This design comes from an exercise in tuning for small area and a short achievable clock period on the open sky130 flow, not from production work. In this exercise RTL edits were held to simulation tests only and were not proved equivalent to the original. No activity file was given, so power comes from the tool's default toggle rates.

quartz:
## wallace_mul
module wallace_mul(input [15:0] a, input [15:0] b, output [32:0] out, input clk);
Settings: LEC_CHECK=0, CAP_MARGIN=20, CORE_MARGIN=2, CORE_UTILIZATION=40, CTS_BUF_LIST=sky130_fd_sc_hd__clkbuf_16, CTS_CLUSTER_DIAMETER=80, CTS_CLUSTER_SIZE=30, PLACE_DENSITY=0.6, SETUP_SLACK_MARGIN=2.5, SLEW_MARGIN=20, SYNTH_HIERARCHICAL=1, SYNTH_MINIMUM_KEEP_SIZE=0, TNS_END_PERCENT=0; clock period 4.4 ns.
run.sh (not shown) runs the stock make flow with config.mk's settings and CLKGATE_MAP_FILE= SYNTH_SCRIPT=/design/flow/synth_recipe.tcl, a recipe that flattens the netlist after the stock synthesis.
diff inputs: quartz => willow
- swapping 2.5 for 2.65 in SETUP_SLACK_MARGIN
- clearing TNS_END_PERCENT, which used to be 0
## What came out
- Compared with quartz, willow instantiates a larger number of cells.
- Diff quartz -> willow: standby leakage power went up, post-synthesis share of cell area spent on and, or, nand and nor gates did not really move, global-route usage up 0.17 points, final clock skew now smaller, multi-input gate area in the final layout picked up an extra 330 um2.
- On final area, the lower figure sits with quartz, not willow.
- The first-iteration DRC count reported for willow is smaller than that of quartz by about 6%.
For harbor, these inputs were changed with respect to willow:
- changing PLACE_DENSITY from 0.6 to 0.7
- changing SETUP_SLACK_MARGIN from 2.65 to 2.5
[summary]
willow has higher routed wire length than harbor.
In harbor, the final area came out 160 um2 below the value in willow.
For willow, the worst setup path startpoint was q3_c88$_DFF_P_, unlike harbor, where it was q3_q2_c2$_DFF_P_.
Comparing harbor with willow, the count of flip-flops and latches came out essentially unchanged.
Summary — core utilization of the finished layout, harbor relative to willow: lower, by 0.44 points.
harbor vs willow — worst endpoint required time dropped 0.04 ns.
### harbor -> nickel
- a change of CTS_BUF_LIST from sky130_fd_sc_hd__clkbuf_16 to sky130_fd_sc_hd__clkbuf_8
- a change of CTS_CLUSTER_DIAMETER from 80 to 50
- a change of CTS_CLUSTER_SIZE from 30 to 16
- a change of PLACE_DENSITY from 0.7 to 0.6
==> comparison <==
- Length of the first detailed-routing pass in iterations delta for nickel relative to harbor: 1 lower
- [diff] register-to-register slack, nickel relative to harbor: improvement
- Side by side, largest vdd supply drop turned out higher in nickel than in harbor.
- nickel -> harbor: count of final setup violators delta 0, exact match
- Looking at area growth from synthesis to layout, nickel sits 0.24 points below harbor.
- Number of setup buffers added after CTS sits lower in nickel than in harbor.
- Diff harbor..nickel | post-synthesis instance area | unchanged
- According to the power report, total power for nickel is lower than for harbor.
Input changes introduced in xenon (baseline for comparison: nickel):
- CTS_BUF_LIST removed (was sky130_fd_sc_hd__clkbuf_8)
- CTS_CLUSTER_SIZE removed (was 16)
- CTS_CLUSTER_DIAMETER removed (was 50)
## What came out
nickel -> xenon: synthesized netlist net count delta 0, exact match
Diff nickel..xenon | number of cells after detailed placement | unchanged
Between nickel and xenon, the flow reports global-route wire length before repair increasing slightly.
Summary of xenon over nickel: slack of the critical path went down 0.0057 ns, met2 wire length grew by about 1.2%, distinct cell type count after synthesis did not really move, aggregate routed wire length up 0.58%.
In xenon relative to nickel, post-layout instance count excluding filler cells had gone up slightly.
A first element of the critical path of q3_c88$_DFF_P_ is what nickel shows, while q4_c114$_DFF_P_ belongs to xenon.
Side by side, final area turned out higher in xenon than in nickel.
Of the two values seen for critical-path cell with the highest stage delay, sky130_fd_sc_hd__dfxtp_2 was produced by xenon and sky130_fd_sc_hd__fa_2 by nickel.
Delta (xenon minus nickel): slew of the pin with the lowest slew margin saw an increase; global-route usage saw little to no change.

* * *

wallace_mul, a different RTL version from the one above (not shown whole).
Size: ~1100 cells after synthesis, ~390 flip-flops, ~0.014 mm² of cells after synthesis.
==> flow/design.v (excerpt) <==
module wallace_mul(input [15:0] a, input [15:0] b, output [32:0] out, input clk);
Settings: LEC_CHECK=0, CAP_MARGIN=20, CORE_MARGIN=2, CORE_UTILIZATION=40, CTS_BUF_LIST=sky130_fd_sc_hd__clkbuf_16, CTS_CLUSTER_DIAMETER=60, CTS_CLUSTER_SIZE=40, PLACE_DENSITY=0.6, SETUP_SLACK_MARGIN=2.5, SLEW_MARGIN=20, SYNTH_HIERARCHICAL=1, SYNTH_MINIMUM_KEEP_SIZE=0; clock period 4.4 ns.
Change:
--- a/flow/config.mk
+++ b/flow/config.mk
@@ -10,6 +10,6 @@
 export CORE_UTILIZATION = 40
 export CTS_BUF_LIST = sky130_fd_sc_hd__clkbuf_16
-export CTS_CLUSTER_DIAMETER = 60
-export CTS_CLUSTER_SIZE = 40
+export CTS_CLUSTER_DIAMETER = 80
+export CTS_CLUSTER_SIZE = 30
 export PLACE_DENSITY = 0.6
 export SETUP_SLACK_MARGIN = 2.5
The changed run finished with timing, DRC and antenna clean.
Clock skew fell by 9.6 ps.
Via count went down by 1.4%.
Area after synthesis stays the same.
Final area fell by about 2.5%.
Non-clock buffer count came out higher by 1.
Core utilization drops by 1.2 points.
Wire length hardly moves.
First-iteration DRC count came out higher by about 15%.
Cell count decreases by about 1.4%.

* * *

Setup of wip/delta:
wallace_mul with an RTL version that a note above also has.
Size: roughly 1100 cells after synthesis, about 390 flip-flops, ~66 I/O pins, about 0.014 mm² of cells after synthesis.
export LEC_CHECK = 0
export CAP_MARGIN = 20
export CORE_MARGIN = 2
export CORE_UTILIZATION = 40
export CTS_BUF_LIST = sky130_fd_sc_hd__clkbuf_16
export CTS_CLUSTER_DIAMETER = 80
export CTS_CLUSTER_SIZE = 30
export PLACE_DENSITY = 0.6
export SETUP_SLACK_MARGIN = 2.4
export SLEW_MARGIN = 20
export SYNTH_HIERARCHICAL = 1
export SYNTH_MINIMUM_KEEP_SIZE = 0
create_clock -name core_clock -period 4.4 [get_ports {clk}]
Here is what was changed in the inputs of wip/zinc compared with wip/delta.
Settings: SETUP_SLACK_MARGIN: 2.4 -> 2.5; PLACE_DENSITY: 0.6 -> 0.8; CORE_UTILIZATION: 40 -> 60.
[summary]
Per the final summary, wip/zinc finished and its layout is clean on timing, DRC and antenna.
Going from wip/delta to wip/zinc, combinational power climbed about 7%; growth of design area from synthesis to finish went down 0.98 points; final critical-path required period went down 0.031 ns.
Modified inputs, wip/maple compared to wip/zinc
Settings: CORE_UTILIZATION: 60 -> 40; PLACE_DENSITY: 0.8 -> 0.6.
[summary]
wip/zinc ended with every stage complete and zero timing, DRC or antenna violations.
No stage failed in wip/maple, and the final checks on the layout all came back clean.
Of wip/maple and wip/zinc, the run reporting the higher worst setup slack was wip/maple.
Across both runs, fraction of standard cell area that is sequential was lower for wip/maple than for wip/zinc.
Relative to wip/zinc, the global-route usage of wip/maple is lower by 6.1 points.
Modified inputs, wip/pepper compared to wip/maple
Settings: putting ABC_AREA at 1 where nothing was set.
==> comparison <==
Comparing wip/maple and wip/pepper, the lower x dimension of the die is on wip/maple. wip/pepper: full flow OK, the timing, DRC and antenna checks passed. [compare] base=wip/maple new=wip/pepper: final core area utilization has increased, met2 wire length has increased, post-route non-filler standard cell count has increased. [diff] least setup slack across all paths after layout, wip/pepper relative to wip/maple: improvement. The number of cells on the worst reg-to-reg path of wip/pepper falls short of that of wip/maple by 3.

-- separate check: timing with driven ports --
No port has a modelled driver above. Below, the same layouts with a new extraction and two added sets of constraints. Step 1: set_driving_cell puts a clkbuf_16 on clk and a buf_2 on each other input, an assumption about the parent block. Step 2 also shifts input and output timing later by t, the mid clock arrival at the registers, as if the neighbouring blocks saw the same clock. Slacks: ideal ports / drivers / drivers and shift; pairs: ideal ports / drivers.
run | shift t [ns] | slack for setup (ns) | worst setup path at the end | worst data-port slew with drivers (ns)
quartz | 0.579 | 2.438 / 2.390 / 2.438 | register to register | 0.03
willow | 0.567 | 2.493 / 2.493 / 2.493 | register to register | 0.04
harbor | 0.570 | 2.492 / 2.492 / 2.492 | register to register | 0.03
nickel | 0.599 | 2.518 / 2.480 / 2.518 | register to register | 0.03
xenon | 0.581 | 2.513 / 2.506 / 2.513 | register to register | 0.03
the first run of note 2 | 0.603 | 2.508 / 2.459 / 2.523 | register to register | 0.03
the second run of note 2 | 0.569 | 2.547 / 2.501 / 2.547 | register to register | 0.03
wip/delta | 0.576 | 2.435 / 2.401 / 2.435 | register to register | 0.03
wip/zinc | 0.552 | 2.467 / 2.467 / 2.467 | register to register | 0.03
wip/maple | 0.579 | 2.518 / 2.491 / 2.518 | register to register | 0.03
wip/pepper | 0.581 | 2.544 / 2.494 / 2.483 | input to register | 0.05
After both steps every run listed still meets setup and hold. For wip/pepper, which loses most, drivers alone change the setup slack by -0.050 ns; drivers and shift together by -0.061 ns.
